This design comes from an exercise in tuning for a short achievable clock period and few clock cycles on the open sky130 flow, not from production work.
In this exercise RTL edits were held to simulation tests only and were not proved equivalent to the original.
Power figures rest on the tool's default switching activity, not on a simulated workload.

// single_cycle_cpu
module single_cycle_cpu (
    input  logic        clk,
    input  logic        rst,
    output logic [31:0] imem_addr,
    input  logic [31:0] imem_rdata,
    output logic [31:0] dmem_addr,
    output logic [63:0] dmem_wdata,
    output logic        dmem_we,
    input  logic [63:0] dmem_rdata
);
==> flow/config.mk <==
export PLATFORM = sky130hd
export DESIGN_NAME = single_cycle_cpu
export DESIGN_NICKNAME = single_cycle_cpu
export VERILOG_FILES = /design/flow/design.v
export SDC_FILE = /design/flow/constraint.sdc
export NUM_CORES = 8
export LEC_CHECK = 0
export CAP_MARGIN = 20
export CORE_MARGIN = 2
export CORE_UTILIZATION = 50
export SLEW_MARGIN = 20
export SYNTH_HIERARCHICAL = 1
export SYNTH_MINIMUM_KEEP_SIZE = 0
==> flow/constraint.sdc <==
create_clock -name core_clock -period 11.0 [get_ports {clk}]
set_input_delay 2.2000 -clock core_clock [delete_from_list [all_inputs] [get_ports {clk}]]
set_output_delay 2.2000 -clock core_clock [all_outputs]
set_load 0.01 [all_outputs]
standard.sh (not shown) runs the stock make flow with config.mk's settings and CLKGATE_MAP_FILE= SYNTH_SCRIPT=/design/flow/synth_recipe.tcl, a recipe that flattens the netlist after the stock synthesis.
==> flow/flow/run.sh <==
#!/bin/bash
set -euo pipefail
bash standard.sh ADDER_MAP_FILE= SETUP_SLACK_MARGIN=7 TNS_END_PERCENT=5 \
    "BUFFER_PORTS_ARGS=-buffer_cell sky130_fd_sc_hd__buf_4" finish > run_make.log 2>&1
The starting point completed without violations.
Testbench counts at the start, summed over its fixed seeds: cycles 103,378.
Edit:
--- a/flow/design.v
+++ b/flow/design.v
@@ -68,34 +68,48 @@
     assign hi = a[W-1:K];
     pre_and #(.N(W - K), .L(LH)) u_cu (.x(hi), .y(cu));
     pre_and #(.N(W - K), .L(LH)) u_cd (.x(~hi), .y(cd));
     assign up = hi ^ cu;
     assign dn = hi ^ cd;
     wire c  = lo[K];
     wire sg = b[K-1];
     assign s = {(c == sg) ? hi : (c ? up : dn), lo[K-1:0]};
 endmodule
+module out_reg #(
+    parameter int W = 32
+) (
+    input  logic         clk,
+    input  logic [W-1:0] d,
+    output logic [W-1:0] q
+);
+    always_ff @(posedge clk) q <= d;
+endmodule
 module single_cycle_cpu (
     input  logic        clk,
     input  logic        rst,
     output logic [31:0] imem_addr,
     input  logic [31:0] imem_rdata,
     output logic [31:0] dmem_addr,
     output logic [63:0] dmem_wdata,
     output logic        dmem_we,
     input  logic [63:0] dmem_rdata
 );
     localparam int NB = 16;                
     logic [63:0]   pc_f;
     logic          v_d;
     logic [31:0]   ir_d;
     logic [63:0]   pc_d;
-    logic [63:0]   pc4_d, tgt;   
+    logic [63:0]   pc4_d;        
+    logic [13:0]   tlo_d;        
+    logic          tsg_d;        
+    logic [50:0]   hip_d, him_d;  
+    wire  [63:0]   tgt = {(tlo_d[13] == tsg_d) ? pc_d[63:13] : (tlo_d[13] ? hip_d : him_d),
+                          tlo_d[12:0]};
     logic [63:0]   ra_d, rb_d;   
     logic [NB-1:0] hv_d;         
     logic          hb_d;         
     logic          cf_d;         
     logic          pt_d;         
     logic          fold_d;       
     logic [9:0]    ft_d;         
     logic [9:0]    t_d;          
     logic          v_e, wr_e, we_e, br_e, cf_e, ld_e, pe_e, hb_e, lg_e, sub_e, orr_e;
@@ -126,24 +140,28 @@
             f_f = f_f | (bf[i*10 +: 10] & {10{fh[i]}});
         end
     end
     wire        f_hb   = |(fh & bbr);
     wire        f_cf   = |(fh & bcf);
     wire        f_pt   = |(fh & bpe);
     wire        f_fold = |(fh & bfv);
     wire [61:0] f_inc;
     inc_add #(.N(62), .L(6)) u_finc (.x(pc_f[63:2]), .y(f_inc));
-    wire [63:0] tgt_f;
-    sx_add #(.W(64), .K(13), .LK(4), .LH(6)) u_tgt (.a(pc_f),
-        .b({imem_rdata[31], imem_rdata[7], imem_rdata[30:25], imem_rdata[11:8], 1'b0}), .s(tgt_f));
-    wire [63:0] f_next = f_pt ? {52'd0, f_t, 2'd0} :
-                         f_fold ? {52'd0, f_f, 2'd0} : {f_inc, pc_f[1:0]};
-    assign imem_addr = pc_f[31:0];
+    wire [13:0] tlo_f;
+    wire [50:0] hcu, hcd;
+    ks_add #(.W(14), .L(4)) u_tlo (.a({1'b0, pc_f[12:0]}),
+        .b({1'b0, imem_rdata[31], imem_rdata[7], imem_rdata[30:25], imem_rdata[11:8], 1'b0}),
+        .cin(1'b0), .s(tlo_f));
+    pre_and #(.N(51), .L(6)) u_hcu (.x(pc_f[63:13]), .y(hcu));
+    pre_and #(.N(51), .L(6)) u_hcd (.x(~pc_f[63:13]), .y(hcd));
+    wire [63:0] f_next = {f_inc[61:11],
+                          f_pt ? {1'b0, f_t} : f_fold ? {1'b0, f_f} : f_inc[10:0],
+                          pc_f[1:0]};
     logic             rst_q;
     always_ff @(posedge clk) rst_q <= rst;
     wire [32*64-1:0]  rfv;
     assign rfv[63:0] = 64'd0;
     genvar g;
     for (g = 1; g < 32; g++) begin : rf
         logic [63:0] q;
         always_ff @(posedge clk) begin
             if (rst_q)
@@ -234,40 +252,36 @@
     wire z_s  = ((a_e ^ bb_e) == {a_e[62:0] | bb_e[62:0], sub_e});
     wire z_x  = ld_e ? (dmem_rdata == 64'd0) : (lg_e ? (lgc == 64'd0) : z_s);
     wire        take  = cf_e ? z_x : (a_e == b_e);
     wire        mis   = (br_e || cf_e) && (take != pe_e);
     wire [63:0] e_rpc = pe_e ? ft_e : tgt_e;
     assign dmem_addr  = ar_e;
     assign dmem_wdata = sd_e;
     assign dmem_we    = we_e;
     wire go = v_d && !stall && !mis;
-    always_ff @(posedge clk) begin
-        if (rst)
-            pc_f <= 64'd0;
-        else if (mis)
-            pc_f <= e_rpc;
-        else if (d_redir)
-            pc_f <= d_rpc;
-        else if (!stall)
-            pc_f <= f_next;
-    end
+    wire [63:0] pc_nx = rst ? 64'd0 : mis ? e_rpc : d_redir ? d_rpc : stall ? pc_f : f_next;
+    always_ff @(posedge clk) pc_f <= pc_nx;
+    out_reg #(.W(32)) u_imem_addr (.clk(clk), .d(pc_nx[31:0]), .q(imem_addr));
     always_ff @(posedge clk) begin
         if (rst)
             v_d <= 1'b0;
         else if (mis || d_redir)
             v_d <= 1'b0;
         else if (!stall)
             v_d <= 1'b1;
         if (!stall) begin
             ir_d   <= imem_rdata;
             pc_d   <= pc_f;
             pc4_d  <= {f_inc, pc_f[1:0]};
-            tgt    <= tgt_f;
+            tlo_d  <= tlo_f;
+            tsg_d  <= imem_rdata[31];
+            hip_d  <= pc_f[63:13] ^ hcu;
+            him_d  <= pc_f[63:13] ^ hcd;
             ra_d   <= rst_q ? 64'd0 : ra_f;
             rb_d   <= rst_q ? 64'd0 : rb_f;
             hv_d   <= fh;
             hb_d   <= f_hb;
             cf_d   <= f_cf;
             pt_d   <= f_pt;
             fold_d <= f_fold;
             ft_d   <= f_f;
             t_d    <= f_t;
=> The changed run went through all stages and came out clean; total power rises by about 1.7%; via count is about the same; sequential cell count rises by 84; maximum frequency falls by 1.9%; register-to-register slack is about the same; routed wire length falls by about 0.8%; non-clock buffer count falls by 44; synthesized cell count is about the same; cell area rises by 0.73%; synthesized area rises by about 1.1%; setup slack is worse by 0.085 ns.
Testbench counts after the change, summed over its fixed seeds: cycles 103,378.

-- what the ideal ports hide --
The flow's constraints put no driver on any port. The routed layouts listed below were extracted and timed again, unchanged, in two steps. Step 1, drivers: a clkbuf_16 drives clk and a buf_2 each remaining input, both assumed. Step 2 moves the port delays by t, midway between the first and last clock arrival at a register: inputs arrive t later, outputs are due t later. That takes back most of the time a late clock gives input paths. a / b / c = ideal / step 1 / step 2; a / b = the first two.
run | t (ns) | slack for setup (ns) | worst setup path at the end | latest minus earliest clock arrival (ns) | pins driven straight from the clock port
the first run | 1.133 | 6.515 / 6.515 / 5.516 | input to register | 0.102 / 0.101 | 1
the second run | 1.123 | 6.431 / 6.495 / 5.372 | input to register | 0.071 / 0.070 | 1
After both steps setup and hold are still met in every run listed. For the second run, which loses most, drivers alone change the setup slack by +0.064 ns; drivers and shift together by -1.059 ns.
